This design comes from an exercise in tuning for small area, a short achievable clock period and few clock cycles per item on the open sky130 flow, not from production work.
At most, simulation tests tie the RTL to the original design; equivalence was not proved.
Function not checked in run 2: the RTL went through the layout flow alone.

File: flow/design.v
module xoodoo_nc #(
    parameter [5:0] CUT = 6'b100101
) (
    input         clk,
    input         rst,    
    input         dv,
    input  [95:0] state,
    output [95:0] out,
    output        out_valid
);
    localparam integer NST = CUT[0] + CUT[1] + CUT[2] + CUT[3] + CUT[4] + 1;
    wire [95:0] h [0:6];
    assign h[0] = state;
    genvar k;
    generate
        for (k = 0; k < 6; k = k + 1) begin : g_half
            wire [95:0] c;
            if (k % 2 == 0) begin : g_a
                xoo_theta #(.RC(k == 0 ? 32'h380 : k == 2 ? 32'hF0 : 32'h1A0))
                    u_theta (.s(h[k]), .o(c));
            end else begin : g_b
                xoo_chi u_chi (.s(h[k]), .o(c));
            end
            if (CUT[k] || k == 5) begin : g_reg
                reg [95:0] r;
                always @(posedge clk) r <= c;
                assign h[k+1] = r;
            end else begin : g_comb
                assign h[k+1] = c;
            end
        end
    endgenerate
    assign out = h[6];
    reg  [NST-1:0] v;
    wire [NST:0]   v_in = {v, dv};
    always @(posedge clk) begin
        if (rst) v <= {NST{1'b0}};
        else     v <= v_in[NST-1:0];
    end
    assign out_valid = v[NST-1];
endmodule
module xoo_xor32 #(
    parameter [31:0] K = 32'h0
) (
    input  [31:0] a,
    input  [31:0] b,
    output [31:0] y
);
    assign y = a ^ b ^ K;
endmodule
module xoo_theta #(
    parameter [31:0] RC = 32'h0
) (
    input  [95:0] s,
    output [95:0] o
);
    wire [31:0] a0 = s[31:0], a1 = s[63:32], a2 = s[95:64];
    wire [31:0] p01, p, e, b0, b1, b2;
    xoo_xor32 u_p01 (.a(a0),  .b(a1), .y(p01));
    xoo_xor32 u_p   (.a(p01), .b(a2), .y(p));
    xoo_xor32 u_e   (.a({p[26:0], p[31:27]}), .b({p[17:0], p[31:18]}), .y(e));
    xoo_xor32 #(.K(RC)) u_b0 (.a(a0), .b(e), .y(b0));
    xoo_xor32 u_b1  (.a(a1), .b(e), .y(b1));
    xoo_xor32 u_b2  (.a(a2), .b(e), .y(b2));
    assign o = {b2[20:0], b2[31:21], b1, b0};
endmodule
module xoo_chi (
    input  [95:0] s,
    output [95:0] o
);
    wire [31:0] a0 = s[31:0], a1 = s[63:32], a2 = s[95:64];
    wire [31:0] b0 = a0 ^ (~a1 & a2);
    wire [31:0] b1 = a1 ^ (~a2 & a0);
    wire [31:0] b2 = a2 ^ (~a0 & a1);
    assign o = {b2[23:0], b2[31:24], b1[30:0], b1[31], b0};
endmodule
File: flow/flow/run.sh
#!/bin/bash
# The standard layout, with plain buffers (not delay cells) on the ports.
set -euo pipefail
bash standard.sh "BUFFER_PORTS_ARGS=-buffer_cell sky130_fd_sc_hd__buf_2" finish > standard.log 2>&1
File: flow/standard.sh
#!/bin/bash
# synth_recipe.tcl (not shown) runs the flow's synth.tcl, then flattens the netlist and writes it again
# the make line also repeats each setting of config.mk as NAME=value (left out here)
make -C /OpenROAD-flow-scripts/flow DESIGN_CONFIG=/design/flow/config.mk WORK_HOME=/design/flow/orfs CLKGATE_MAP_FILE= SYNTH_SCRIPT=/design/flow/synth_recipe.tcl "${@:-finish}"
File: flow/config.mk
export PLATFORM = sky130hd
export DESIGN_NAME = xoodoo_nc
export DESIGN_NICKNAME = xoodoo_nc
export VERILOG_FILES = /design/flow/design.v
export SDC_FILE = /design/flow/constraint.sdc
export NUM_CORES = 4
export LEC_CHECK = 0
export CAP_MARGIN = 20
export CORE_MARGIN = 2
export CORE_UTILIZATION = 40
export SETUP_SLACK_MARGIN = 4.5
export SLEW_MARGIN = 20
export SYNTH_HIERARCHICAL = 1
File: flow/constraint.sdc
create_clock -name core_clock -period 7.0 [get_ports {clk}]
set_input_delay 1.4000 -clock core_clock [delete_from_list [all_inputs] [get_ports {clk}]]
set_output_delay 1.4000 -clock core_clock [all_outputs]
set_load 0.01 [all_outputs]
==> results.sh, run 1 <==
export IMPL_cts_path_max_buffers=3
export IMPL_synth_area_um2=15210
export IMPL_rsz0062_at_grt="yes"
export IMPL_synth_nets=1545
export IMPL_pre_cts_slack_ps=3964
export IMPL_endpoint_kind="register"
export IMPL_grt_pass1_wl_um=59730
export IMPL_nFillCells=3412
export IMPL_cts_inserted_buffers=31
export IMPL_synth_area_leaders="dfxtp_1 (38%), xor2_1 (33%), xnor2_1 (17%)"
export IMPL_syn_to_final_growth_pct=26.71
export IMPL_register_area_um2=5826
export IMPL_fin_area_um2=19280
export IMPL_tightest_slew_ps=702.5
export IMPL_outcome="timing/DRC/antenna clean"
export IMPL_final_util=0.5130
export IMPL_post_route_min_period_ps=2443
export IMPL_drc=0
export IMPL_ys_seq_area_frac=0.3829
export IMPL_clockRootBuffer="clkbuf_16"
export IMPL_tns_ps=0
export IMPL_rows=71
export IMPL_ioPinCount=196
export IMPL_place_gp_congestion=0.9122
export IMPL_fin_ws_ps=4557
export IMPL_drt_iter0_markers=273
export IMPL_ys_ff_latch=291
export IMPL_dieWidth_um=199.0
export IMPL_drt_total_wl_um=41130
export IMPL_layout_drive_gt1_share=0.2420
export IMPL_cp_required_ps=7440
export IMPL_dp_hpwl_um=36410
export IMPL_hp_class="reg2reg"
export IMPL_cp_arrival_ps=2890
export IMPL_critPathLaunchType="register"
export IMPL_cp_cell_sequence="nand2b_1 -> xnor2_1 -> xor2_1 -> xor2_2 -> buf_4 -> xor2_2 -> xor2_2 -> nand2b_1 -> xnor2_1"
export IMPL_syn_avg_cell_area_um2=10.52
export IMPL_stdcell_count=2234
export IMPL_grt_max_degree=15
export IMPL_crit_buf_inv=1
export IMPL_clock_sinks=291
export IMPL_antennaDiodeCount=0
export IMPL_yosysWarningCount=7
export IMPL_crit_top_cell="xor2_2"
export IMPL_clk_pin_slew_worst_paths_ps=60
export IMPL_port_buffer_count=195
export IMPL_via_count=9407
export IMPL_cts_htree_levels=1
export IMPL_skew_ps=12.13
export IMPL_crit_family="XOR/XNOR gates"
export IMPL_initial_core_util=0.4049
export IMPL_yosys_area_top_type="dfxtp_1"
export IMPL_cts_tree="built"
export IMPL_drv_cap=0
export IMPL_placed_area_um2=16830
export IMPL_grt_pass1_vias=9583
export IMPL_grt_use_total=0.2104
export IMPL_syn_inst=1446
export IMPL_dr_pass1_iters=4
export IMPL_place_inst=2152
export IMPL_vias_per_cell=4.211
export IMPL_grt_ovfl_total=0
export IMPL_clock_latency_ps=570
export IMPL_multi_input_area_um2=10630
export IMPL_synth_top_area_frac=0.3829
export IMPL_finalHoldViolCount=0
export IMPL_drtAntennaViolNets=0
export IMPL_slowest_delay_ps=380
export IMPL_slew_headroom=0.5283
export IMPL_crit_slowest_cell="xor2_2"
export IMPL_antenna_found_initial=0
export IMPL_cts_hold_buf=0
export IMPL_finalCritPeriodShare=0.3490
export IMPL_critPathKind="reg2reg"
export IMPL_drv_slew=0
export IMPL_nNetsFinal=1802
export IMPL_finalSetupViolations=0
export IMPL_cp_max_fo=3
export IMPL_core_area_um2=37580
export IMPL_routedWlPerCell_um=18.41
export IMPL_die_h_um=199.0
export IMPL_die_area_um2=39610
export IMPL_synthDistinctLibCells=5
export IMPL_max_freq_mhz=409.3
kinds of logic (layout without fill, tap and decap cells):
logic type	after synthesis	in the layout	synth area share
simple gates	291	291	0.1197
xor+xnor	864	864	0.4974
buf+inv	0	277	0
flops	291	291	0.3829
synthesized netlist by cell type:
| library cell | number |
|---|---|
| xnor2_1 | 298 |
| xor2_1 | 566 |
| nand2b_1 | 288 |
| dfxtp_1 | 291 |
| nor2b_1 | 3 |
metrics by stage:
step           hold WS, ps
2_1_floorplan        413.8
3_3_place_gp         430.6
3_5_place_dp         423.1
4_1_cts              452.9
5_1_grt              456.1
6_report             455.8
worst register-to-register path: cells and delay by family (launching register included):
family | cells | cell delay [ps]
and+or+nand+nor | 2 | 380
xor gates and xnor gates | 6 | 1400
DFF | 1 | 350
buffers and inverters | 1 | 180
modules after synthesis (local to each module, per instance), excerpt:
module	times used	area, um2	cells
xoodoo_nc	1	5844	294
xoo_chi	3	1441	192
xoo_xor32	15	280.3	32
layer usage:
layer,share of wire,GRT usage
met1,0.44,0.2597
met2,0.51,0.3871
met3,0.036,0.02815
met4,0.018,0.04588
met5,0,0
cell type report:
class | count | share of cell area
sequential | 291 | 0.3022
tap | 511 | 0.03317
clock buffer | 44 | 0.04537
clock inverter | 9 | 0.005712
multi-input combinational | 1155 | 0.5516
timing repair buffer | 224 | 0.06192
path summary, 6_finish.rpt:
path | startpoint | endpoint | slack [ps] | cells after the start
worst max-delay path | g_half[2].g_reg.r[91] | g_half[5].g_reg.r[54] | 4560 | 9
worst min-delay path | v[1] | v[2] | 460 | 1
worst min register to register | v[1] | v[2] | 460 | 1
worst max register to register | g_half[2].g_reg.r[91] | g_half[5].g_reg.r[54] | 4560 | 9
repair_timing:
| action | CTS | global route |
|---|---|---|
| pin swaps | 2 | 9 |
| gates resized for setup | 68 | 92 |
| setup buffers | 12 | 17 |
| endpoints found under the setup margin | 91 | 94 |
registers in the layout, indices dropped and copies added (netlist names):
name	cells
g_half.g_reg.r	288
v	3
cells in the final DEF, fill, tap and decap left out:
cell and n:
buf_2 195, buf_4 29, bufinv_16 2, clkbuf_1 8, clkbuf_16 31, clkbuf_8 5, clkinv_2 2, clkinv_4 2
clkinvlp_4 3, dfxtp_1 291, nand2b_1 288, nor2b_1 3, xnor2_1 243, xnor2_2 55, xor2_1 473, xor2_2 81
xor2_4 12
Testbench counts, summed over its fixed seeds: cycles 16,016, items 16,000.
==> run 2, diff against run 1 <==
--- a/flow/design.v
+++ b/flow/design.v
@@ -1,4 +1,4 @@
 module xoodoo_nc #(
-    parameter [5:0] CUT = 6'b100101
+    parameter [5:0] CUT = 6'b110101
 ) (
     input         clk,
--- a/flow/config.mk
+++ b/flow/config.mk
@@ -9,5 +9,4 @@
 export CORE_MARGIN = 2
 export CORE_UTILIZATION = 40
-export SETUP_SLACK_MARGIN = 4.5
 export SLEW_MARGIN = 20
 export SYNTH_HIERARCHICAL = 1
==> results.sh, run 2 <==
export IMPL_drt_total_wl_um=42990
export IMPL_slew_headroom=0.5137
export IMPL_antennaDiodeCount=0
export IMPL_drc=0
export IMPL_grt_use_total=0.1947
export IMPL_rsz0062_at_grt="no"
export IMPL_vias_per_cell=4.211
export IMPL_finalCritPeriodShare=0.3480
export IMPL_yosysWarningCount=7
export IMPL_syn_to_final_growth_pct=17.86
export IMPL_synth_main_ff_cell="dfxtp_1"
export IMPL_nNetsFinal=1881
export IMPL_dp_hpwl_um=37730
export IMPL_outcome="timing/DRC/antenna clean"
export IMPL_synthTopCellsByCount="xor2_1 (566), dfxtp_1 (388), xnor2_1 (298), nand2b_1 (288), nor2b_1 (4)"
export IMPL_antenna_found_initial=0
export IMPL_drt_iter0_markers=306
export IMPL_cp_arrival_ps=2860
export IMPL_finalSetupViolations=0
export IMPL_die_h_um=211.1
export IMPL_port_buffer_count=195
export IMPL_grt_ovfl_total=0
export IMPL_cts_htree_levels=2
export IMPL_synth_area_leaders="dfxtp_1 (45%), xor2_1 (29%), xnor2_1 (15%)"
export IMPL_synth_top_area_frac=0.4526
export IMPL_rows=75
export IMPL_cp_required_ps=7420
export IMPL_cts_setup_buffers=0
export IMPL_ys_seq_area_frac=0.4526
export IMPL_cts_inserted_buffers=41
export IMPL_cts_path_max_buffers=3
export IMPL_synth_edf_count=0
export IMPL_drv_slew=0
export IMPL_globalRoute_busiestLayer="met2"
export IMPL_grt_max_degree=15
export IMPL_tightest_slew_ps=724.2
export IMPL_layout_drive_gt1_share=0.1430
export IMPL_hp_class="reg2reg"
export IMPL_die_area_um2=44580
export IMPL_post_route_min_period_ps=2436
export IMPL_cts_resized_gates=0
export IMPL_grt_pass1_wl_um=61970
export IMPL_max_flop_register="g_half.g_reg.r"
export IMPL_drtAntennaViolNets=0
export IMPL_cp_max_fo=3
export IMPL_clockRootBuffer="clkbuf_16"
export IMPL_use_met1=0.2346
export IMPL_clock_sinks=388
export IMPL_cts_tree="built"
export IMPL_largest_reg_flops=384
export IMPL_tns_ps=0
export IMPL_grt_use_met3=0.03345
export IMPL_synthDistinctLibCells=5
export IMPL_grt_pass1_vias=10040
export IMPL_via_count=9895
export IMPL_routedWlPerCell_um=18.29
export IMPL_final_common_cell="xor2_1"
export IMPL_yosys_area_top_type="dfxtp_1"
export IMPL_yosysMostFrequentCell="xor2_1"
export IMPL_endpoint_kind="register"
export IMPL_synthArstFlopShare=0
export IMPL_place_inst=2278
export IMPL_critPathKind="reg2reg"
export IMPL_core_area_um2=42130
export IMPL_cts_hold_buf=0
export IMPL_final_cell_mix="xor2_1 (566), dfxtp_1 (388), xnor2_1 (298), nand2b_1 (288), buf_2 (195)"
export IMPL_synth_nets=1643
export IMPL_max_freq_mhz=410.5
export IMPL_place_gp_congestion=0.8751
export IMPL_initial_core_util=0.4073
export IMPL_ioPinCount=196
export IMPL_top_regs="g_half.g_reg.r x384, v x4"
export IMPL_ys_ff_latch=388
export IMPL_grt_util_met2=0.3547
export IMPL_dieWidth_um=211.1
export IMPL_clk_pin_slew_worst_paths_ps=60
export IMPL_skew_ps=13.18
export IMPL_synth_area_um2=17160
export IMPL_drv_cap=0
export IMPL_clock_latency_ps=560
export IMPL_syn_inst=1544
export IMPL_stdcell_count=2350
export IMPL_critPathLaunchType="register"
export IMPL_syn_avg_cell_area_um2=11.11
export IMPL_finalHoldViolCount=0
export IMPL_dr_pass1_iters=4
## run 2: kinds of logic after synthesis
family | after synthesis | synth area share
xor+xnor | 864 | 0.4409
flops | 388 | 0.4526
simple gates | 292 | 0.1064
## run 2: per-stage QoR
step	utilization	worst slack, ps	hold WS [ps]	cell area [um2]
6_report	0.4801	4564	446.4	20230
5_1_grt	0.4801	4476	460.3	20230
4_1_cts	0.4801	4520	452.6	20230
3_5_place_dp	0.4465	3949	437.7	18810
3_3_place_gp	0.4465	3941	425.3	18810
2_1_floorplan	-	4665	413.8	17160
## run 2: worst paths after layout
kind | startpoint | endpoint | slack [ps] | depth (start not counted)
worst max-delay path | g_half[0].g_reg.r[95] | g_half[2].g_reg.r[37] | 4560 | 6
worst min-delay path | v[1] | v[2] | 450 | 1
worst max register to register | g_half[0].g_reg.r[95] | g_half[2].g_reg.r[37] | 4560 | 6
worst min register to register | v[1] | v[2] | 450 | 1
## run 2: per-layer routing
metal	share of wire	wire length, um	vias to the layer above
met1	0.44	18700	4471
li1	-	-	5158
met4	0.025	1064	0
met2	0.50	21490	206
met3	0.040	1730	60
met5	0	0	-
## run 2: layout make-up
| class | instances | area, um2 |
|---|---|---|
| Tap cell | 539 | 674.4 |
| Clock inverter | 11 | 171.4 |
| Sequential cell | 388 | 7767 |
| Timing Repair Buffer | 195 | 975.9 |
| Multi-Input combinational cell | 1156 | 9394 |
| Clock buffer | 61 | 1244 |
| Fill cell | 3900 | 21910 |
## run 2: modules after synthesis, one instance, submodules excluded, a selection
module     copies in the design  cell area (um2)
xoo_xor32                    15            280.3
xoo_chi                       3             1441
xoodoo_nc                     1             7792
## run 2: worst max-delay path, stage by stage (launching register included)
cell      delay (ps)
dfxtp_1          330
nand2b_1         160
xnor2_1          390
xor2_1           220
xor2_1           290
xor2_1           540
xor2_1           380
==> run 3, diff against run 2 <==
--- a/flow/design.v
+++ b/flow/design.v
@@ -1,4 +1,4 @@
 module xoodoo_nc #(
-    parameter [5:0] CUT = 6'b110101
+    parameter [5:0] CUT = 6'b100101
 ) (
     input         clk,
--- a/flow/config.mk
+++ b/flow/config.mk
@@ -8,5 +8,7 @@
 export CAP_MARGIN = 20
 export CORE_MARGIN = 2
-export CORE_UTILIZATION = 40
+export CORE_UTILIZATION = 60
+export PLACE_DENSITY = 0.75
+export SETUP_SLACK_MARGIN = 4.5
 export SLEW_MARGIN = 20
 export SYNTH_HIERARCHICAL = 1
==> results.sh, run 3 <==
export IMPL_outcome="timing/DRC/antenna clean"
export IMPL_cp_max_fo=3
export IMPL_slew_headroom=0.5117
export IMPL_dr_pass1_iters=4
export IMPL_rsz0062_at_grt="yes"
export IMPL_cp_depth=9
export IMPL_cts_hold_buf=0
export IMPL_synth_nets=1545
export IMPL_cts_inserted_buffers=30
export IMPL_skew_ps=19.88
export IMPL_cts_tree="built"
export IMPL_dieWidth_um=163.2
export IMPL_ioPinCount=196
export IMPL_nNetsFinal=1795
export IMPL_core_area_um2=25040
export IMPL_finalSetupViolations=0
export IMPL_largest_reg_flops=288
export IMPL_synth_area_leaders="dfxtp_1 (38%), xor2_1 (33%), xnor2_1 (17%)"
export IMPL_vias_per_cell=4.733
export IMPL_synth_edf_count=0
export IMPL_worstSetupEndpoint="g_half[5].g_reg.r[73]"
export IMPL_ys_ff_latch=291
export IMPL_finalHoldViolCount=0
export IMPL_crit_slowest_cell="xor2_1"
export IMPL_die_area_um2=26650
export IMPL_tightest_slew_ps=727.3
export IMPL_syn_to_final_growth_pct=24.71
export IMPL_crit_family="XOR/XNOR gates"
export IMPL_cts_htree_levels=1
export IMPL_r2r_setup_slack_ps=4440
export IMPL_antenna_found_initial=0
export IMPL_critPathLaunchType="register"
export IMPL_drv_cap=0
export IMPL_port_buffer_count=195
export IMPL_grt_use_total=0.2906
export IMPL_synth_area_um2=15210
export IMPL_yosysMostFrequentCell="xor2_1"
export IMPL_fin_ws_ps=4436
export IMPL_synthDistinctLibCells=5
export IMPL_synth_main_ff_cell="dfxtp_1"
export IMPL_grt_max_degree=15
export IMPL_endpoint_kind="register"
export IMPL_initial_core_util=0.6076
export IMPL_clockRootBuffer="clkbuf_16"
export IMPL_die_h_um=163.2
export IMPL_synthArstFlopShare=0
export IMPL_max_freq_mhz=390.0
export IMPL_cts_path_max_buffers=3
export IMPL_stdcell_count=2050
export IMPL_place_gp_congestion=0.9203
export IMPL_via_count=9702
export IMPL_clock_sinks=291
export IMPL_final_util=0.7578
export IMPL_drt_iter0_markers=416
export IMPL_post_route_min_period_ps=2564
export IMPL_syn_inst=1446
export IMPL_drv_slew=0
export IMPL_nFillCells=1689
export IMPL_max_flop_register="g_half.g_reg.r"
export IMPL_pre_cts_slack_ps=3995
export IMPL_reg2reg_to="g_half[5].g_reg.r[73]"
export IMPL_cp_required_ps=7430
export IMPL_ys_seq_area_frac=0.3829
export IMPL_synth_top_area_frac=0.3829
export IMPL_drt_total_wl_um=39030
export IMPL_crit_buf_inv=1
export IMPL_yosys_area_top_type="dfxtp_1"
export IMPL_finalCritPeriodShare=0.3663
export IMPL_r2r_start="g_half[2].g_reg.r[91]"
export IMPL_final_cell_mix="xor2_1 (480), dfxtp_1 (291), nand2b_1 (288), xnor2_1 (247), buf_2 (195)"
export IMPL_routedWlPerCell_um=19.04
export IMPL_grt_pass1_wl_um=56630
export IMPL_dp_hpwl_um=33300
export IMPL_drtAntennaViolNets=0
export IMPL_syn_avg_cell_area_um2=10.52
export IMPL_crit_start="g_half[2].g_reg.r[91]"
export IMPL_tns_ps=0
export IMPL_place_inst=1971
export IMPL_layout_drive_gt1_share=0.2355
export IMPL_antennaDiodeCount=0
export IMPL_grt_pass1_vias=9900
export IMPL_yosysWarningCount=7
export IMPL_final_common_cell="xor2_1"
export IMPL_top_regs="g_half.g_reg.r x288, v x3"
export IMPL_clk_pin_slew_worst_paths_ps=60
export IMPL_rows=58
export IMPL_slowest_delay_ps=370
export IMPL_grt_ovfl_total=0
export IMPL_cp_arrival_ps=3000
export IMPL_critPathKind="reg2reg"
export IMPL_hp_class="reg2reg"
export IMPL_cp_cell_sequence="nand2b_1 -> xnor2_2 -> xor2_1 -> xor2_2 -> buf_4 -> xor2_4 -> xor2_1 -> nand2b_1 -> xnor2_1"
export IMPL_r2r_cells=9
export IMPL_drc=0
export IMPL_synthTopCellsByCount="xor2_1 (566), xnor2_1 (298), dfxtp_1 (291), nand2b_1 (288), nor2b_1 (3)"
export IMPL_clock_latency_ps=560
[run 3: cell count changes after synthesis]
cell / delta
dfxtp_1: -97
nor2b_1: -1
[run 3: worst min path at each step]
stage	startpoint	to	slack, ps	cells past startpoint
6_report	v[1]	v[2]	440	1
4_1_cts	v[1]	v[2]	450	1
5_1_grt	v[1]	v[2]	470	1
2_1_floorplan	v[0]	v[1]	410	1
3_3_place_gp	v[1]	v[2]	420	1
3_5_place_dp	v[1]	v[2]	430	1
[run 3: cells by family after synthesis]
family        Yosys count  synth area share
xor+xnor              864            0.4974
flops                 291            0.3829
simple gates          291            0.1197
[run 3: layout make-up]
class | count | area (um2) | share of cell area
well taps | 330 | 412.9 | 0.02176
clock buffers | 40 | 839.6 | 0.04425
repair buffers | 218 | 1161 | 0.06120
multi-input cells | 1155 | 10520 | 0.5544
clock inverters | 16 | 215.2 | 0.01134
flip-flops and latches | 291 | 5826 | 0.3071
[run 3: stage by stage]
stage	area [um2]	hold slack [ps]
floorplan	15210	413.8
finish	18970	444.2
global route	18970	469.9
global placement	16600	418.0
CTS	18170	447.3
detailed placement	16600	433.7
[run 3: per-layer routing]
metal	up-vias	GRT usage	routed length, um	share of wire
met1	4562	0.3252	15490	0.40
met2	250	0.5660	20320	0.52
met4	0	0.09694	1875	0.048
li1	4810	-	-	-
met3	80	0.03276	1340	0.034
met5	-	0	0	0
[run 3: what timing repair did]
action                                  in CTS  in global routing
setup buffers                                1                 22
resized for setup                           67                 79
pin swaps                                    2                 10
endpoints found under the setup margin      90                 95
[run 3: worst register-to-register path, delay by kind of cell (launching register included)]
family | cells | cell delay (ps)
buf+inv | 1 | 190
flops | 1 | 340
simple gates | 2 | 310
xor+xnor | 6 | 1600
[run 3: modules after synthesis, one instance, submodules excluded, a selection]
| module | copies in the design | flops+latches |
|---|---|---|
| xoodoo_nc | 1 | 291 |
| xoo_chi | 3 | 0 |
| xoo_xor32 | 15 | 0 |
Testbench counts of run 3, summed over its fixed seeds: cycles 16,016, items 16,000.
==> run 4, diff against run 3 <==
--- a/flow/config.mk
+++ b/flow/config.mk
@@ -8,6 +8,6 @@
 export CAP_MARGIN = 20
 export CORE_MARGIN = 2
-export CORE_UTILIZATION = 60
-export PLACE_DENSITY = 0.75
+export CORE_UTILIZATION = 40
+export CTS_BUF_LIST = sky130_fd_sc_hd__clkbuf_8
 export SETUP_SLACK_MARGIN = 4.5
 export SLEW_MARGIN = 20
==> results.sh, run 4 <==
export IMPL_clock_latency_ps=610
export IMPL_hp_class="reg2reg"
export IMPL_cts_hold_buf=0
export IMPL_post_route_min_period_ps=2448
export IMPL_hold_ws_ps=456.4
export IMPL_finalSetupViolations=0
export IMPL_drtAntennaViolNets=0
export IMPL_crit_slowest_cell="dfxtp_2"
export IMPL_drv_cap=0
export IMPL_ys_ff_latch=291
export IMPL_placed_area_um2=16830
export IMPL_final_common_cell="xor2_1"
export IMPL_dieWidth_um=199.0
export IMPL_drt_iter0_markers=256
export IMPL_clock_sinks=291
export IMPL_drv_slew=0
export IMPL_slowest_delay_ps=330
export IMPL_port_buffer_count=195
export IMPL_grt_max_degree=13
export IMPL_max_flop_register="g_half.g_reg.r"
export IMPL_dp_hpwl_um=36410
export IMPL_critPathKind="reg2out"
export IMPL_synthArstFlopShare=0
export IMPL_slew_headroom=0.4956
export IMPL_die_area_um2=39610
export IMPL_dr_pass1_iters=4
export IMPL_ys_seq_area_frac=0.3829
export IMPL_synth_main_ff_cell="dfxtp_1"
export IMPL_nNetsFinal=1820
export IMPL_grt_ovfl_total=0
export IMPL_cts_tree="built"
export IMPL_clockRootBuffer="clkbuf_8"
export IMPL_antenna_found_initial=0
export IMPL_core_area_um2=37580
export IMPL_syn_inst=1446
export IMPL_ioPinCount=196
export IMPL_synth_area_um2=15210
export IMPL_final_cell_mix="xor2_1 (478), nand2b_1 (288), dfxtp_1 (269), xnor2_1 (248), buf_2 (176)"
export IMPL_crit_buf_inv=1
export IMPL_routedWlPerCell_um=18.25
export IMPL_tns_ps=0
export IMPL_critPathLaunchType="register"
export IMPL_syn_avg_cell_area_um2=10.52
export IMPL_rows=71
export IMPL_pre_cts_slack_ps=3964
export IMPL_cts_inserted_buffers=49
export IMPL_yosysWarningCount=7
export IMPL_stdcell_count=2265
export IMPL_finalHoldViolCount=0
export IMPL_synthDistinctLibCells=5
export IMPL_antennaDiodeCount=0
export IMPL_cp_required_ps=5600
export IMPL_outcome="timing/DRC/antenna clean"
export IMPL_synth_area_leaders="dfxtp_1 (38%), xor2_1 (33%), xnor2_1 (17%)"
export IMPL_cp_max_fo=1
export IMPL_drc=0
export IMPL_max_freq_mhz=408.5
export IMPL_synth_nets=1545
export IMPL_die_h_um=199.0
export IMPL_yosys_area_top_type="dfxtp_1"
export IMPL_synth_top_area_frac=0.3829
export IMPL_nFillCells=3422
export IMPL_drt_total_wl_um=41340
export IMPL_yosysMostFrequentCell="xor2_1"
export IMPL_tightest_slew_ps=751.3
export IMPL_cts_path_max_buffers=3
export IMPL_final_util=0.5172
export IMPL_cts_htree_levels=2
export IMPL_grt_pass1_vias=9751
export IMPL_layout_drive_gt1_share=0.2605
export IMPL_place_inst=2152
export IMPL_crit_family="flip-flops"
export IMPL_cp_cell_sequence="buf_6"
export IMPL_endpoint_kind="primary output"
export IMPL_synth_edf_count=0
export IMPL_top_regs="g_half.g_reg.r x288, v x3"
export IMPL_initial_core_util=0.4049
export IMPL_largest_reg_flops=288
export IMPL_skew_ps=27.15
export IMPL_clk_pin_slew_worst_paths_ps=60
export IMPL_place_gp_congestion=0.9122
export IMPL_vias_per_cell=4.182
export IMPL_grt_use_total=0.2118
export IMPL_grt_pass1_wl_um=59750
export IMPL_cp_arrival_ps=1050
export IMPL_via_count=9472
export IMPL_synthTopCellsByCount="xor2_1 (566), xnor2_1 (298), dfxtp_1 (291), nand2b_1 (288), nor2b_1 (3)"
export IMPL_rsz0062_at_grt="yes"
export IMPL_finalCritPeriodShare=0.3497
export IMPL_fin_area_um2=19440
export IMPL_syn_to_final_growth_pct=27.76
export IMPL_fin_ws_ps=4552
## run 4: changes by cell type in the layout (fill, tap and decap cells not counted), moves of 2 or more
| cell | delta |
|---|---|
| dfxtp_1 | -22 |
| xor2_2 | -2 |
| xor2_1 | -2 |
| clkbuf_8 | +54 |
| xor2_4 | +4 |
| clkbuf_1 | -6 |
| dfxtp_2 | +22 |
| buf_2 | -19 |
| clkbuf_16 | -31 |
| buf_6 | +19 |
| inv_1 | +11 |
| buf_4 | +7 |
## run 4: cells by family after synthesis
kind of cell     Yosys count  synth area share
XOR/XNOR                 864            0.4974
AND/OR/NAND/NOR          291            0.1197
flip-flops               291            0.3829
## run 4: timing repair
item / CTS / global route
endpoints found under the setup margin: 106 / 117
gates resized for setup: 85 / 107
pin swaps: 3 / 10
cloned: 0 / 0
setup buffers: 7 / 22
## run 4: final cells by class
type | count | area (um2) | share of cell area
clock inverter | 27 | 276.5 | 0.01423
timing repair buffer | 224 | 1313 | 0.06753
sequential | 291 | 5853 | 0.3011
multi-input combinational | 1155 | 10570 | 0.5438
clock buffer | 57 | 784.5 | 0.04036
tap | 511 | 639.4 | 0.03290
## run 4: worst paths after layout
check                           slack (ps)                    end  cells past startpoint             startpoint
worst max-delay path                  4550                out[68]                      1  g_half[5].g_reg.r[68]
worst min register to register         460                   v[2]                      1                   v[1]
worst max register to register        4560  g_half[5].g_reg.r[30]                      9  g_half[2].g_reg.r[46]
worst min-delay path                   460                   v[2]                      1                   v[1]
## run 4: layer usage
metal	global-route usage	vias up	routed length, um
li1	-	4858	-
met1	0.2567	4317	17870
met2	0.3843	224	20540
met3	0.03289	73	1588
met4	0.06302	0	1336
met5	0	-	0
## run 4: modules after synthesis, one instance, submodules excluded, excerpt
module | cell area (um2) | flops+latches
xoodoo_nc | 5844 | 291
xoo_chi | 1441 | 0
xoo_xor32 | 280.3 | 0
==> run 5, diff against run 4 <==
--- a/flow/config.mk
+++ b/flow/config.mk
@@ -9,5 +9,6 @@
 export CORE_MARGIN = 2
 export CORE_UTILIZATION = 40
-export CTS_BUF_LIST = sky130_fd_sc_hd__clkbuf_8
+export CTS_CLUSTER_DIAMETER = 120
+export CTS_CLUSTER_SIZE = 30
 export SETUP_SLACK_MARGIN = 4.5
 export SLEW_MARGIN = 20
==> results.sh, run 5 <==
export IMPL_outcome="timing/DRC/antenna clean"
export IMPL_finalCritPeriodShare=0.3515
export IMPL_hp_class="reg2reg"
export IMPL_cts_inserted_buffers=13
export IMPL_routedWlPerCell_um=18.49
export IMPL_drv_slew=0
export IMPL_critPathLaunchType="register"
export IMPL_rsz0062_at_grt="yes"
export IMPL_antennaDiodeCount=0
export IMPL_drc=0
export IMPL_top_regs="g_half.g_reg.r x288, v x3"
export IMPL_port_buffer_count=195
export IMPL_clk_pin_slew_worst_paths_ps=110
export IMPL_skew_ps=12.37
export IMPL_yosys_area_top_type="dfxtp_1"
export IMPL_syn_to_final_growth_pct=23.28
export IMPL_grt_pass1_wl_um=58980
export IMPL_core_area_um2=37580
export IMPL_ioPinCount=196
export IMPL_rows=71
export IMPL_cp_cell_sequence="nand2b_1 -> xnor2_1 -> xor2_1 -> xor2_2 -> buf_4 -> xor2_2 -> xor2_2 -> nand2b_1 -> xnor2_1"
export IMPL_final_cell_mix="xor2_1 (468), dfxtp_1 (291), nand2b_1 (288), xnor2_1 (234), buf_2 (195)"
export IMPL_place_gp_congestion=0.9122
export IMPL_max_freq_mhz=406.5
export IMPL_nFillCells=3453
export IMPL_finalHoldViolCount=0
export IMPL_crit_slowest_cell="dfxtp_1"
export IMPL_cts_htree_levels=1
export IMPL_hold_ws_ps=464.4
export IMPL_slew_headroom=0.5230
export IMPL_dieWidth_um=199.0
export IMPL_endpoint_kind="register"
export IMPL_yosysMostFrequentCell="xor2_1"
export IMPL_vias_per_cell=4.228
export IMPL_synth_edf_count=0
export IMPL_crit_buf_inv=1
export IMPL_grt_use_total=0.2071
export IMPL_synth_area_um2=15210
export IMPL_syn_avg_cell_area_um2=10.52
export IMPL_crit_top_cell="xor2_2"
export IMPL_grt_pass1_vias=9408
export IMPL_via_count=9288
export IMPL_multi_input_area_um2=10750
export IMPL_synth_main_ff_cell="dfxtp_1"
export IMPL_layout_drive_gt1_share=0.2384
export IMPL_drt_iter0_markers=331
export IMPL_crit_family="XOR/XNOR gates"
export IMPL_tns_ps=0
export IMPL_grt_max_degree=31
export IMPL_cts_tree="built"
export IMPL_clock_sinks=291
export IMPL_die_area_um2=39610
export IMPL_initial_core_util=0.4049
export IMPL_cp_required_ps=7380
export IMPL_tightest_slew_ps=710.4
export IMPL_grt_ovfl_total=0
export IMPL_post_route_min_period_ps=2460
export IMPL_yosysWarningCount=7
export IMPL_cp_max_fo=3
export IMPL_dp_hpwl_um=36410
export IMPL_clockRootBuffer="clkbuf_16"
export IMPL_synthTopCellsByCount="xor2_1 (566), xnor2_1 (298), dfxtp_1 (291), nand2b_1 (288), nor2b_1 (3)"
export IMPL_largest_reg_flops=288
export IMPL_cp_arrival_ps=2840
export IMPL_ys_seq_area_frac=0.3829
export IMPL_max_flop_register="g_half.g_reg.r"
export IMPL_synth_top_area_frac=0.3829
export IMPL_synth_nets=1545
export IMPL_final_common_cell="xor2_1"
export IMPL_syn_inst=1446
export IMPL_ys_ff_latch=291
export IMPL_synthDistinctLibCells=5
export IMPL_cts_path_max_buffers=3
export IMPL_nNetsFinal=1785
export IMPL_antenna_found_initial=0
export IMPL_finalSetupViolations=0
export IMPL_drt_total_wl_um=40620
export IMPL_dr_pass1_iters=4
export IMPL_synthArstFlopShare=0
export IMPL_register_area_um2=5826
export IMPL_die_h_um=199.0
export IMPL_drv_cap=0
export IMPL_drtAntennaViolNets=0
export IMPL_synth_area_leaders="dfxtp_1 (38%), xor2_1 (33%), xnor2_1 (17%)"
export IMPL_slowest_delay_ps=370
export IMPL_critPathKind="reg2reg"
export IMPL_clock_latency_ps=500
[run 5: cell counts after synthesis]
No cell type changed its count.
[run 5: layer usage]
layer	GRT usage	up-vias	part of all wire
met5	0	-	0
met3	0.02068	32	0.028
met4	0.04367	0	0.022
li1	-	4751	-
met2	0.3826	178	0.51
met1	0.2593	4327	0.44
[run 5: final timing paths]
kind	slack, ps	from	end	cells after the start
min	460	v[0]	v[1]	1
max reg2reg	4540	g_half[2].g_reg.r[91]	g_half[5].g_reg.r[82]	9
max	4540	g_half[2].g_reg.r[91]	g_half[5].g_reg.r[82]	9
min reg2reg	460	v[0]	v[1]	1
[run 5: area by class of cell]
cell class	instances	share of cell area
Multi-Input combinational cell	1155	0.5732
Sequential cell	291	0.3106
Tap cell	511	0.03409
Timing Repair Buffer	225	0.06404
Clock buffer	13	0.01734
Clock inverter	2	0.0007338
[run 5: stage by stage]
step,cells,cell area (um2),utilization,setup WS (ps)
6_report,2197,18760,0.4991,4540
5_1_grt,2197,18760,0.4991,4419
3_5_place_dp,2152,16830,0.4478,3964
3_3_place_gp,2152,16830,0.4478,4003
4_1_cts,2180,17810,0.4738,4459
2_1_floorplan,1446,15210,-,4665
[run 5: kinds of logic (layout without fill, tap and decap cells)]
kind of cell  Yosys count  in the layout  synth area share
simple gates          291            291            0.1197
flops                 291            291            0.3829
xor+xnor              864            864            0.4974
buf+inv                 0            240                 0
[run 5: repair_timing]
item / CTS / global route
endpoints found under the setup margin: 94 / 96
resized for setup: 70 / 105
hold buffers: 0 / 0
pin swaps: 2 / 12
buffers inserted: 13 / 17
[run 5: per-module statistics from Yosys, one instance, submodules excluded, excerpt]
module | flops+latches | area (um2) | copies in the design | cells
xoo_chi | 0 | 1441 | 3 | 192
xoodoo_nc | 291 | 5844 | 1 | 294
xoo_xor32 | 0 | 280.3 | 15 | 32
==> run 6, diff against run 5 <==
--- a/flow/config.mk
+++ b/flow/config.mk
@@ -9,7 +9,7 @@
 export CORE_MARGIN = 2
 export CORE_UTILIZATION = 40
-export CTS_CLUSTER_DIAMETER = 120
-export CTS_CLUSTER_SIZE = 30
-export SETUP_SLACK_MARGIN = 4.5
+export CTS_CLUSTER_DIAMETER = 100
+export CTS_CLUSTER_SIZE = 25
+export SETUP_SLACK_MARGIN = 4.6
 export SLEW_MARGIN = 20
 export SYNTH_HIERARCHICAL = 1
==> results.sh, run 6 <==
export IMPL_synth_main_ff_cell="dfxtp_1"
export IMPL_syn_to_final_growth_pct=32.44
export IMPL_cp_max_fo=3
export IMPL_synth_top_area_frac=0.3829
export IMPL_crit_family="XOR/XNOR gates"
export IMPL_grt_use_total=0.2080
export IMPL_ys_seq_area_frac=0.3829
export IMPL_clockRootBuffer="clkbuf_16"
export IMPL_synthDistinctLibCells=5
export IMPL_r2r_setup_slack_ps=4620
export IMPL_drt_total_wl_um=41500
export IMPL_skew_ps=22.53
export IMPL_reg2reg_to="g_half[5].g_reg.r[24]"
export IMPL_drtAntennaViolNets=0
export IMPL_die_area_um2=39610
export IMPL_cts_tree="built"
export IMPL_largest_reg_flops=288
export IMPL_clock_sinks=291
export IMPL_min_delay_start="v[1]"
export IMPL_yosys_area_top_type="dfxtp_1"
export IMPL_multi_input_area_um2=11640
export IMPL_synthArstFlopShare=0
export IMPL_finalHoldViolCount=0
export IMPL_cts_inserted_buffers=16
export IMPL_slowest_delay_ps=360
export IMPL_cts_hold_buf=0
export IMPL_top_regs="g_half.g_reg.r x288, v x3"
export IMPL_finalCritPeriodShare=0.3402
export IMPL_crit_start="g_half[2].g_reg.r[51]"
export IMPL_finalSetupViolations=0
export IMPL_ioPinCount=196
export IMPL_critPathKind="reg2reg"
export IMPL_initial_core_util=0.4049
export IMPL_cp_cell_sequence="nand2b_1 -> xnor2_2 -> xor2_2 -> xor2_2 -> buf_4 -> xor2_2 -> xor2_1 -> nand2b_1 -> xnor2_1"
export IMPL_dp_hpwl_um=36410
export IMPL_syn_inst=1446
export IMPL_placed_area_um2=16830
export IMPL_grt_pass1_wl_um=59330
export IMPL_endpoint_kind="register"
export IMPL_grt_ovfl_total=0
export IMPL_tns_ps=0
export IMPL_crit_buf_inv=1
export IMPL_die_h_um=199.0
export IMPL_register_area_um2=5846
export IMPL_final_common_cell="xor2_1"
export IMPL_port_buffer_count=195
export IMPL_crit_slowest_cell="dfxtp_1"
export IMPL_tightest_slew_ps=739.1
export IMPL_hp_class="reg2reg"
export IMPL_yosysMostFrequentCell="xor2_1"
export IMPL_cts_htree_levels=1
export IMPL_via_count=9439
export IMPL_max_flop_register="g_half.g_reg.r"
export IMPL_antenna_found_initial=0
export IMPL_cp_arrival_ps=2820
export IMPL_routedWlPerCell_um=18.58
export IMPL_yosysWarningCount=7
export IMPL_drv_slew=0
export IMPL_clock_latency_ps=510
export IMPL_ys_ff_latch=291
export IMPL_dr_pass1_iters=4
export IMPL_dieWidth_um=199.0
export IMPL_layout_drive_gt1_share=0.3142
export IMPL_grt_max_degree=26
export IMPL_synth_area_um2=15210
export IMPL_syn_avg_cell_area_um2=10.52
export IMPL_drv_cap=0
export IMPL_clk_pin_slew_worst_paths_ps=90
export IMPL_max_freq_mhz=419.9
export IMPL_cts_path_max_buffers=3
export IMPL_r2r_cells=9
export IMPL_critPathLaunchType="register"
export IMPL_post_route_min_period_ps=2382
export IMPL_synth_nets=1545
export IMPL_holdPathStages=1
export IMPL_crit_top_cell="xor2_2"
export IMPL_synthTopCellsByCount="xor2_1 (566), xnor2_1 (298), dfxtp_1 (291), nand2b_1 (288), nor2b_1 (3)"
export IMPL_drt_iter0_markers=258
export IMPL_nFillCells=3276
export IMPL_grt_pass1_vias=9523
export IMPL_antennaDiodeCount=0
export IMPL_vias_per_cell=4.227
export IMPL_rsz0062_at_grt="yes"
export IMPL_slew_headroom=0.5037
export IMPL_final_cell_mix="xor2_1 (402), nand2b_1 (285), dfxtp_1 (275), xnor2_1 (215), buf_2 (192)"
export IMPL_hold_end="v[2]"
export IMPL_core_area_um2=37580
export IMPL_place_gp_congestion=0.9122
export IMPL_drc=0
export IMPL_outcome="timing/DRC/antenna clean"
export IMPL_cp_required_ps=7440
export IMPL_r2r_start="g_half[2].g_reg.r[51]"
export IMPL_rows=71
export IMPL_synth_edf_count=0
export IMPL_fin_area_um2=20150
export IMPL_synth_area_leaders="dfxtp_1 (38%), xor2_1 (33%), xnor2_1 (17%)"
export IMPL_nNetsFinal=1815
-- run 6: cell types whose count changed in the layout (fill, tap and decap cells not counted), sizes merged --
cell / before / now
clkinv: 2 / 0
buf: 225 / 252
bufinv: 0 / 3
inv: 0 / 2
clkinvlp: 0 / 1
clkbuf: 13 / 18
-- run 6: modules after synthesis, one instance, submodules excluded, a selection --
module	cells	area, um2
xoo_chi	192	1441
xoo_xor32	32	280.3
xoodoo_nc	294	5844
-- run 6: per-stage QoR --
stage | util | setup WS, ps | std cells | hold WS, ps
CTS | 0.4923 | 4532 | 2199 | 458.6
global route | 0.5362 | 4479 | 2233 | 461.8
finish | 0.5362 | 4618 | 2233 | 460.4
global placement | 0.4478 | 4003 | 2152 | 430.6
floorplan | - | 4665 | 1446 | 413.8
detailed placement | 0.4478 | 3964 | 2152 | 423.1
-- run 6: timing repair --
| item | CTS | global route |
|---|---|---|
| setup buffers | 23 | 34 |
| endpoints found under the setup margin | 106 | 129 |
| gates resized for setup | 125 | 180 |
| pin swaps | 8 | 36 |
-- run 6: how the worst max path moves through the flow --
stage               slack [ps]  cells past startpoint               endpoint
floorplan                 4670                      4   g_half[0].g_reg.r[7]
global placement          4000                      5  g_half[0].g_reg.r[38]
detailed placement        3960                      5  g_half[0].g_reg.r[38]
CTS                       4530                      9  g_half[5].g_reg.r[21]
global route              4480                      9  g_half[5].g_reg.r[42]
finish                    4620                      9  g_half[5].g_reg.r[24]
-- run 6: area by class of cell --
class                      instances  area share
multi-input combinational       1155      0.5775
clock buffer                      18     0.02130
sequential                       291      0.2901
timing repair buffer             252     0.07365
tap                              511     0.03173
clock inverter                     6    0.005713
-- run 6: cell families after synthesis --
family / count (synthesis) / share of synthesized area
flip-flops: 291 / 0.3829
XOR/XNOR: 864 / 0.4974
AND/OR/NAND/NOR: 291 / 0.1197
-- run 6: routing by layer --
metal  track usage  wire, um  vias up
met5             0         0        -
met4       0.03455       921        0
met3       0.02136      1320       45
met2        0.3877     21200      193
met1        0.2611     18050     4452
li1              -         -     4749
==> run 7, diff against run 6 <==
--- a/flow/config.mk
+++ b/flow/config.mk
@@ -11,5 +11,5 @@
 export CTS_CLUSTER_DIAMETER = 100
 export CTS_CLUSTER_SIZE = 25
-export SETUP_SLACK_MARGIN = 4.6
+export SETUP_SLACK_MARGIN = 4.4
 export SLEW_MARGIN = 20
 export SYNTH_HIERARCHICAL = 1
==> results.sh, run 7 <==
export IMPL_outcome="timing/DRC/antenna clean"
export IMPL_antennaDiodeCount=0
export IMPL_port_buffer_count=195
export IMPL_synth_top_area_frac=0.3829
export IMPL_grt_pass1_wl_um=58220
export IMPL_hold_ws_ps=460.5
export IMPL_grt_ovfl_total=0
export IMPL_vias_per_cell=4.202
export IMPL_ioPinCount=196
export IMPL_finalCritPeriodShare=0.3591
export IMPL_fin_ws_ps=4486
export IMPL_cts_inserted_buffers=16
export IMPL_max_flop_register="g_half.g_reg.r"
export IMPL_rsz0062_at_grt="yes"
export IMPL_clock_latency_ps=510
export IMPL_rows=71
export IMPL_critPathLaunchType="register"
export IMPL_grt_max_degree=26
export IMPL_dieWidth_um=199.0
export IMPL_synth_nets=1545
export IMPL_dr_pass1_iters=4
export IMPL_top_regs="g_half.g_reg.r x288, v x3"
export IMPL_die_h_um=199.0
export IMPL_place_gp_congestion=0.9122
export IMPL_crit_top_cell="xnor2_1"
export IMPL_antenna_found_initial=0
export IMPL_dp_hpwl_um=36410
export IMPL_slowest_delay_ps=400
export IMPL_skew_ps=25.62
export IMPL_tightest_slew_ps=709.5
export IMPL_yosysMostFrequentCell="xor2_1"
export IMPL_synth_edf_count=0
export IMPL_routedWlPerCell_um=18.43
export IMPL_initial_core_util=0.4049
export IMPL_cp_cell_sequence="nand2b_1 -> xnor2_1 -> xor2_1 -> xor2_2 -> xor2_2 -> xnor2_1 -> nand2b_1 -> xnor2_1"
export IMPL_drt_total_wl_um=40430
export IMPL_largest_reg_flops=288
export IMPL_yosys_area_top_type="dfxtp_1"
export IMPL_drt_iter0_markers=273
export IMPL_via_count=9216
export IMPL_ys_ff_latch=291
export IMPL_ys_seq_area_frac=0.3829
export IMPL_synth_area_um2=15210
export IMPL_critPathKind="reg2reg"
export IMPL_min_delay_start="v[1]"
export IMPL_synthDistinctLibCells=5
export IMPL_r2r_cells=8
export IMPL_fin_area_um2=18290
export IMPL_final_cell_mix="xor2_1 (500), dfxtp_1 (291), nand2b_1 (288), xnor2_1 (267), buf_2 (195)"
export IMPL_drv_slew=0
export IMPL_synth_main_ff_cell="dfxtp_1"
export IMPL_holdPathStages=1
export IMPL_final_common_cell="xor2_1"
export IMPL_drtAntennaViolNets=0
export IMPL_reg2reg_to="g_half[5].g_reg.r[77]"
export IMPL_hold_end="v[2]"
export IMPL_finalSetupViolations=0
export IMPL_cp_required_ps=7380
export IMPL_cp_max_fo=3
export IMPL_finalHoldViolCount=0
export IMPL_max_freq_mhz=397.8
export IMPL_cp_arrival_ps=2890
export IMPL_synthTopCellsByCount="xor2_1 (566), xnor2_1 (298), dfxtp_1 (291), nand2b_1 (288), nor2b_1 (3)"
export IMPL_synthMuxAreaShare=0
export IMPL_cts_tree="built"
export IMPL_r2r_setup_slack_ps=4490
export IMPL_drv_cap=0
export IMPL_endpoint_kind="register"
export IMPL_placed_area_um2=16830
export IMPL_synthSimpleGateAreaFrac=0.1197
export IMPL_cts_htree_levels=1
export IMPL_grt_pass1_vias=9374
export IMPL_clockRootBuffer="clkbuf_16"
export IMPL_slew_headroom=0.5236
export IMPL_post_route_min_period_ps=2514
export IMPL_synth_xor_area_frac=0.4974
export IMPL_synth_area_leaders="dfxtp_1 (38%), xor2_1 (33%), xnor2_1 (17%)"
export IMPL_clock_sinks=291
export IMPL_drc=0
export IMPL_yosysWarningCount=7
export IMPL_layout_drive_gt1_share=0.1974
export IMPL_die_area_um2=39610
export IMPL_crit_slowest_cell="xor2_2"
export IMPL_syn_inst=1446
export IMPL_r2r_start="g_half[2].g_reg.r[86]"
export IMPL_nNetsFinal=1775
export IMPL_syn_avg_cell_area_um2=10.52
export IMPL_pre_cts_slack_ps=3964
export IMPL_core_area_um2=37580
export IMPL_synth_compound_area_frac=0
export IMPL_synth_top_family_by_area="XOR/XNOR gates"
export IMPL_hp_class="reg2reg"
export IMPL_final_util=0.4866
export IMPL_clk_pin_slew_worst_paths_ps=90
export IMPL_synthArstFlopShare=0
export IMPL_grt_use_total=0.2058
export IMPL_nFillCells=3504
export IMPL_tns_ps=0
export IMPL_cts_path_max_buffers=3
export IMPL_syn_to_final_growth_pct=20.19
export IMPL_synth_adder_area_share=0
==> run 7: cell counts after synthesis <==
No cell type changed its count.
==> run 7: logic make-up after synthesis <==
group / count (synthesis)
XOR/XNOR: 864
flip-flops: 291
AND/OR/NAND/NOR: 291
==> run 7: critical path, delay by kind of cell (launching register included) <==
kind	cells	cell delay, ps
XOR/XNOR	6	1640
AND/OR/NAND/NOR	2	370
flip-flops	1	360
==> run 7: layer usage <==
layer / up-vias / wire (um) / global-route usage
met2: 202 / 19600 / 0.3585
li1: 4762 / - / -
met3: 56 / 1578 / 0.02882
met1: 4196 / 17730 / 0.2551
met5: - / 0 / 0
met4: 0 / 1517 / 0.08292
==> run 7: per-stage QoR <==
step | cells
2_1_floorplan | 1446
6_report | 2193
4_1_cts | 2178
3_3_place_gp | 2152
3_5_place_dp | 2152
5_1_grt | 2193
==> run 7: per-module statistics from Yosys, one instance, submodules excluded, excerpt <==
module,cell area (um2),copies in the design,cells
xoodoo_nc,5844,1,294
xoo_chi,1441,3,192
xoo_xor32,280.3,15,32
==> run 7: repair_timing <==
| action | in CTS | in global routing |
|---|---|---|
| pin swaps | 0 | 1 |
| hold buffers | 0 | 0 |
| buffers inserted | 2 | 15 |
| setup endpoints to repair | 71 | 92 |
| gates resized for setup | 35 | 67 |
==> run 7: how the worst max path moves through the flow <==
stage / slack, ps / cells past startpoint / start / endpoint
CTS: 4370 / 8 / g_half[2].g_reg.r[91] / g_half[5].g_reg.r[82]
finish: 4490 / 8 / g_half[2].g_reg.r[86] / g_half[5].g_reg.r[77]
global route: 4330 / 9 / g_half[2].g_reg.r[86] / g_half[5].g_reg.r[67]
floorplan: 4670 / 4 / state[57] / g_half[0].g_reg.r[7]
global placement: 4000 / 5 / state[33] / g_half[0].g_reg.r[38]
detailed placement: 3960 / 5 / state[33] / g_half[0].g_reg.r[38]
==> run 7: layout make-up <==
class,instances,area [um2],share of cell area
multi-input cells,1155,10170,0.5563
flip-flops and latches,291,5826,0.3186
repair buffers,212,1104,0.06035
well taps,511,639.4,0.03497
clock buffers,18,429.2,0.02347
clock inverters,6,115.1,0.006295
==> run 8, diff against run 7 <==
--- a/flow/config.mk
+++ b/flow/config.mk
@@ -11,5 +11,6 @@
 export CTS_CLUSTER_DIAMETER = 100
 export CTS_CLUSTER_SIZE = 25
-export SETUP_SLACK_MARGIN = 4.4
+export PLACE_DENSITY = 0.8
+export SETUP_SLACK_MARGIN = 4.5
 export SLEW_MARGIN = 20
 export SYNTH_HIERARCHICAL = 1
==> results.sh, run 8 <==
export IMPL_yosysWarningCount=7
export IMPL_outcome="timing/DRC/antenna clean"
export IMPL_cts_htree_levels=1
export IMPL_tns_ps=0
export IMPL_drv_cap=0
export IMPL_antennaDiodeCount=0
export IMPL_initial_core_util=0.4049
export IMPL_drtAntennaViolNets=0
export IMPL_layout_drive_gt1_share=0.2366
export IMPL_yosys_area_top_type="dfxtp_1"
export IMPL_place_gp_congestion=0.9326
export IMPL_critPathLaunchType="input port"
export IMPL_grt_use_total=0.2012
export IMPL_syn_avg_cell_area_um2=10.52
export IMPL_ys_ff_latch=291
export IMPL_holdPathStages=1
export IMPL_yosysMostFrequentCell="xor2_1"
export IMPL_finalCritPeriodShare=0.3522
export IMPL_dieWidth_um=199.0
export IMPL_finalHoldViolCount=0
export IMPL_synth_area_um2=15210
export IMPL_stdcell_count=2210
export IMPL_clock_sinks=291
export IMPL_register_area_um2=5826
export IMPL_fin_area_um2=18830
export IMPL_cts_tree="built"
export IMPL_syn_to_final_growth_pct=23.74
export IMPL_routedWlPerCell_um=18.38
export IMPL_r2r_cells=9
export IMPL_pre_cts_slack_ps=3989
export IMPL_slew_headroom=0.4452
export IMPL_max_freq_mhz=405.7
export IMPL_clockRootBuffer="clkbuf_16"
export IMPL_multi_input_area_um2=10640
export IMPL_largest_reg_flops=288
export IMPL_cp_arrival_ps=2900
export IMPL_final_cell_mix="xor2_1 (466), dfxtp_1 (291), nand2b_1 (288), xnor2_1 (248), buf_2 (195)"
export IMPL_endpoint_kind="register"
export IMPL_crit_top_cell="xor2_1"
export IMPL_cts_path_max_buffers=3
export IMPL_cp_required_ps=7430
export IMPL_drt_iter0_markers=297
export IMPL_cp_max_fo=3
export IMPL_nNetsFinal=1793
export IMPL_skew_ps=35.69
export IMPL_grt_ovfl_total=0
export IMPL_fin_ws_ps=4535
export IMPL_cts_inserted_buffers=16
export IMPL_slowest_delay_ps=520
export IMPL_grt_pass1_wl_um=57700
export IMPL_synth_top_area_frac=0.3829
export IMPL_synthArstFlopShare=0
export IMPL_synthTopCellsByCount="xor2_1 (566), xnor2_1 (298), dfxtp_1 (291), nand2b_1 (288), nor2b_1 (3)"
export IMPL_clock_latency_ps=530
export IMPL_via_count=9527
export IMPL_max_flop_register="g_half.g_reg.r"
export IMPL_finalSetupViolations=0
export IMPL_grt_pass1_vias=9814
export IMPL_ys_seq_area_frac=0.3829
export IMPL_dp_hpwl_um=35670
export IMPL_synth_main_ff_cell="dfxtp_1"
export IMPL_grt_max_degree=26
export IMPL_ioPinCount=196
export IMPL_synth_area_leaders="dfxtp_1 (38%), xor2_1 (33%), xnor2_1 (17%)"
export IMPL_tightest_slew_ps=826.2
export IMPL_vias_per_cell=4.311
export IMPL_core_area_um2=37580
export IMPL_nFillCells=3394
export IMPL_final_common_cell="xor2_1"
export IMPL_die_area_um2=39610
export IMPL_cp_cell_sequence="buf_2 -> xor2_1 -> xor2_1 -> xor2_1 -> xor2_1"
export IMPL_dr_pass1_iters=4
export IMPL_placed_area_um2=16830
export IMPL_die_h_um=199.0
export IMPL_antenna_found_initial=0
export IMPL_post_route_min_period_ps=2465
export IMPL_drt_total_wl_um=40630
export IMPL_top_regs="g_half.g_reg.r x288, v x3"
export IMPL_syn_inst=1446
export IMPL_rsz0062_at_grt="yes"
export IMPL_cts_hold_buf=0
export IMPL_drv_slew=0
export IMPL_place_inst=2152
export IMPL_port_buffer_count=195
export IMPL_drc=0
export IMPL_synth_edf_count=0
export IMPL_crit_slowest_cell="xor2_1"
export IMPL_clk_pin_slew_worst_paths_ps=90
export IMPL_rows=71
export IMPL_synthDistinctLibCells=5
export IMPL_synth_nets=1545
export IMPL_critPathKind="in2reg"
export IMPL_hp_class="reg2reg"
[run 8: cells by family after synthesis]
logic type	after synthesis	synth area share
xor+xnor	864	0.4974
flops	291	0.3829
simple gates	291	0.1197
[run 8: worst paths after layout]
check / startpoint / to / slack (ps)
hold reg to reg: v[1] / v[2] / 460
setup / recovery: state[33] / g_half[0].g_reg.r[81] / 4530
setup reg to reg: g_half[2].g_reg.r[41] / g_half[5].g_reg.r[23] / 4540
hold / removal: v[1] / v[2] / 460
[run 8: final cells by class]
type                    instances  area share
clock buffers                  19     0.02353
clock inverters                 4    0.002193
multi-input cells            1155      0.5651
flip-flops and latches        291      0.3095
well taps                     511     0.03396
repair buffers                230     0.06580
[run 8: metal layers]
metal,vias up,GRT usage,share of wire
met5,-,0,0
met4,0,0.05970,0.035
met3,55,0.02577,0.039
met2,226,0.3639,0.49
met1,4484,0.2482,0.43
li1,4762,-,-
[run 8: worst max-delay path, delay by kind of cell]
kind	cells	cell delay (ps)
XOR/XNOR	4	1380
buffers and inverters	1	110
[run 8: through the flow]
step / hold WS [ps] / utilization
after global routing: 473.4 / 0.5010
final: 457.4 / 0.5010
after CTS: 461.3 / 0.4749
after floorplan: 413.8 / -
after detailed placement: 438.4 / 0.4478
after global placement: 430.6 / 0.4478
[run 8: Yosys stat by module (local to each module, per instance), excerpt]
module / cell area (um2) / copies in the design
xoodoo_nc: 5844 / 1
xoo_chi: 1441 / 3
xoo_xor32: 280.3 / 15
[run 8: what timing repair did]
| item | in CTS | in global routing |
|---|---|---|
| pin swaps | 9 | 19 |
| hold endpoints to repair | 0 | 0 |
| setup buffers | 3 | 32 |
| endpoints found under the setup margin | 94 | 96 |
| gates resized for setup | 67 | 94 |
==> run 9, diff against run 8 <==
--- a/flow/config.mk
+++ b/flow/config.mk
@@ -11,5 +11,4 @@
 export CTS_CLUSTER_DIAMETER = 100
 export CTS_CLUSTER_SIZE = 25
-export PLACE_DENSITY = 0.8
 export SETUP_SLACK_MARGIN = 4.5
 export SLEW_MARGIN = 20
==> results.sh, run 9 <==
export IMPL_stdcell_count=2207
export IMPL_syn_avg_cell_area_um2=10.52
export IMPL_rsz0062_at_grt="yes"
export IMPL_grt_use_total=0.2070
export IMPL_clock_sinks=291
export IMPL_antennaDiodeCount=0
export IMPL_antenna_found_initial=0
export IMPL_fin_ws_ps=4538
export IMPL_grt_pass1_wl_um=58550
export IMPL_cp_required_ps=7400
export IMPL_yosys_area_top_type="dfxtp_1"
export IMPL_synthTopCellsByCount="xor2_1 (566), xnor2_1 (298), dfxtp_1 (291), nand2b_1 (288), nor2b_1 (3)"
export IMPL_drtAntennaViolNets=0
export IMPL_synth_area_leaders="dfxtp_1 (38%), xor2_1 (33%), xnor2_1 (17%)"
export IMPL_core_area_um2=37580
export IMPL_finalHoldViolCount=0
export IMPL_synth_area_um2=15210
export IMPL_drc=0
export IMPL_synth_nets=1545
export IMPL_routedWlPerCell_um=18.35
export IMPL_clk_pin_slew_worst_paths_ps=90
export IMPL_fin_area_um2=18820
export IMPL_dieWidth_um=199.0
export IMPL_die_h_um=199.0
export IMPL_final_common_cell="xor2_1"
export IMPL_grt_ovfl_total=0
export IMPL_drt_total_wl_um=40490
export IMPL_synth_main_ff_cell="dfxtp_1"
export IMPL_critPathLaunchType="register"
export IMPL_syn_to_final_growth_pct=23.69
export IMPL_ys_ff_latch=291
export IMPL_grt_max_degree=26
export IMPL_cts_inserted_buffers=16
export IMPL_outcome="timing/DRC/antenna clean"
export IMPL_placed_area_um2=16830
export IMPL_ys_seq_area_frac=0.3829
export IMPL_drt_iter0_markers=301
export IMPL_syn_inst=1446
export IMPL_max_freq_mhz=406.2
export IMPL_yosysWarningCount=7
export IMPL_layout_drive_gt1_share=0.2341
export IMPL_clockRootBuffer="clkbuf_16"
export IMPL_finalCritPeriodShare=0.3517
export IMPL_cts_tree="built"
export IMPL_synthDistinctLibCells=5
export IMPL_via_count=9265
export IMPL_max_flop_register="g_half.g_reg.r"
export IMPL_cts_htree_levels=1
export IMPL_largest_reg_flops=288
export IMPL_final_cell_mix="xor2_1 (475), dfxtp_1 (291), nand2b_1 (288), xnor2_1 (241), buf_2 (195)"
export IMPL_vias_per_cell=4.198
export IMPL_clock_latency_ps=510
export IMPL_critPathKind="reg2reg"
export IMPL_synthArstFlopShare=0
export IMPL_finalSetupViolations=0
export IMPL_grt_pass1_vias=9433
export IMPL_synth_top_area_frac=0.3829
export IMPL_dp_hpwl_um=36410
export IMPL_cts_path_max_buffers=3
export IMPL_yosysMostFrequentCell="xor2_1"
export IMPL_top_regs="g_half.g_reg.r x288, v x3"
export IMPL_port_buffer_count=195
export IMPL_drv_cap=0
export IMPL_dr_pass1_iters=4
export IMPL_post_route_min_period_ps=2462
export IMPL_cts_hold_buf=0
export IMPL_cp_arrival_ps=2870
export IMPL_tns_ps=0
export IMPL_hp_class="reg2reg"
export IMPL_drv_slew=0
export IMPL_ioPinCount=196
export IMPL_initial_core_util=0.4049
export IMPL_slew_headroom=0.5308
export IMPL_cp_max_fo=3
export IMPL_tightest_slew_ps=698.7
export IMPL_skew_ps=22.44
export IMPL_nNetsFinal=1789
export IMPL_rows=71
export IMPL_synth_edf_count=0
export IMPL_die_area_um2=39610
export IMPL_place_inst=2152
export IMPL_endpoint_kind="register"
export IMPL_pre_cts_slack_ps=3964
export IMPL_place_gp_congestion=0.9122
[run 9: cell counts after synthesis]
No cell type changed its count.
[run 9: worst paths after layout]
check,from,to,slack (ps),depth (start not counted)
hold reg to reg,v[1],v[2],460,1
hold / removal,v[1],v[2],460,1
setup reg to reg,g_half[0].g_reg.r[27],g_half[2].g_reg.r[92],4540,5
setup / recovery,g_half[0].g_reg.r[27],g_half[2].g_reg.r[92],4540,5
[run 9: kinds of logic (layout without fill, tap and decap cells)]
| family | Yosys count | after routing | share of synthesized area |
|---|---|---|---|
| DFF | 291 | 291 | 0.3829 |
| buffers and inverters | 0 | 250 | 0 |
| and+or+nand+nor | 291 | 291 | 0.1197 |
| xor gates and xnor gates | 864 | 864 | 0.4974 |
[run 9: Yosys stat by module, one instance, submodules excluded, excerpt]
| module | copies in the design | flops+latches |
|---|---|---|
| xoo_chi | 3 | 0 |
| xoo_xor32 | 15 | 0 |
| xoodoo_nc | 1 | 291 |
[run 9: worst max-delay path: stages, from the launching register on]
cell and delay [ps]:
dfxtp_1 340, nand2b_1 150, xnor2_1 550, xor2_1 460
xor2_1 580, xor2_1 280
[run 9: layout make-up]
cell class | count | area (um2)
flip-flops and latches | 291 | 5826
multi-input cells | 1155 | 10600
clock buffers | 18 | 429.2
clock inverters | 6 | 115.1
well taps | 511 | 639.4
fillers | 3457 | 18760
repair buffers | 226 | 1209
[run 9: what timing repair did]
item | 4_1_cts | 5_1_grt
gates resized for setup | 70 | 87
setup endpoints to repair | 93 | 95
cloned | 0 | 0
setup buffers | 10 | 21
pin swaps | 2 | 7
[run 9: stage by stage]
step | utilization | hold slack, ps
after floorplan | - | 413.8
after global placement | 0.4478 | 430.6
after detailed placement | 0.4478 | 423.1
after CTS | 0.4785 | 458.6
after global routing | 0.5008 | 461.8
final | 0.5008 | 460.5
[run 9: layer usage]
metal	wire length, um	track usage
met5	0	0
met4	1576	0.08706
met3	1443	0.02848
met2	19670	0.3595
met1	17810	0.2564

## separate check: timing with driven ports
The flow's constraints put no driver on any port. The routed layouts listed below were extracted and timed again, unchanged, in two steps.
Step 1 sets driving cells, clkbuf_16 on the clock port and buf_2 on the other inputs (assumed; they add their load-dependent delay and slew).
Step 2 adds t to the input delays and takes it off the output delays; t is the mean of the earliest and latest rising clock arrival at the registers after step 1. Input paths then give back, and output paths get back, about the clock's delay inside the block.
a / b / c = no drivers / after step 1 / after step 2; a / b = the first two.
run	shift t [ns]	slack for setup (ns)	latest minus earliest clock arrival (ns)
run 1	0.619	4.557 / 4.510 / 4.055	0.012 / 0.013
run 2	0.603	4.564 / 4.542 / 3.999	0.013 / 0.013
run 3	0.601	4.436 / 4.436 / 4.064	0.022 / 0.022
run 4	0.645	4.552 / 4.503 / 4.079	0.027 / 0.027
run 5	0.549	4.540 / 4.540 / 4.090	0.012 / 0.012
run 6	0.556	4.618 / 4.583 / 4.105	0.024 / 0.024
run 7	0.555	4.486 / 4.486 / 4.044	0.027 / 0.026
run 8	0.561	4.535 / 4.542 / 4.006	0.037 / 0.037
run 9	0.554	4.538 / 4.538 / 4.067	0.023 / 0.023
After both steps setup and hold are still met in every run listed. The setup slack of run 2, which loses most, moves by -0.022 ns with the drivers and by -0.565 ns with both steps.
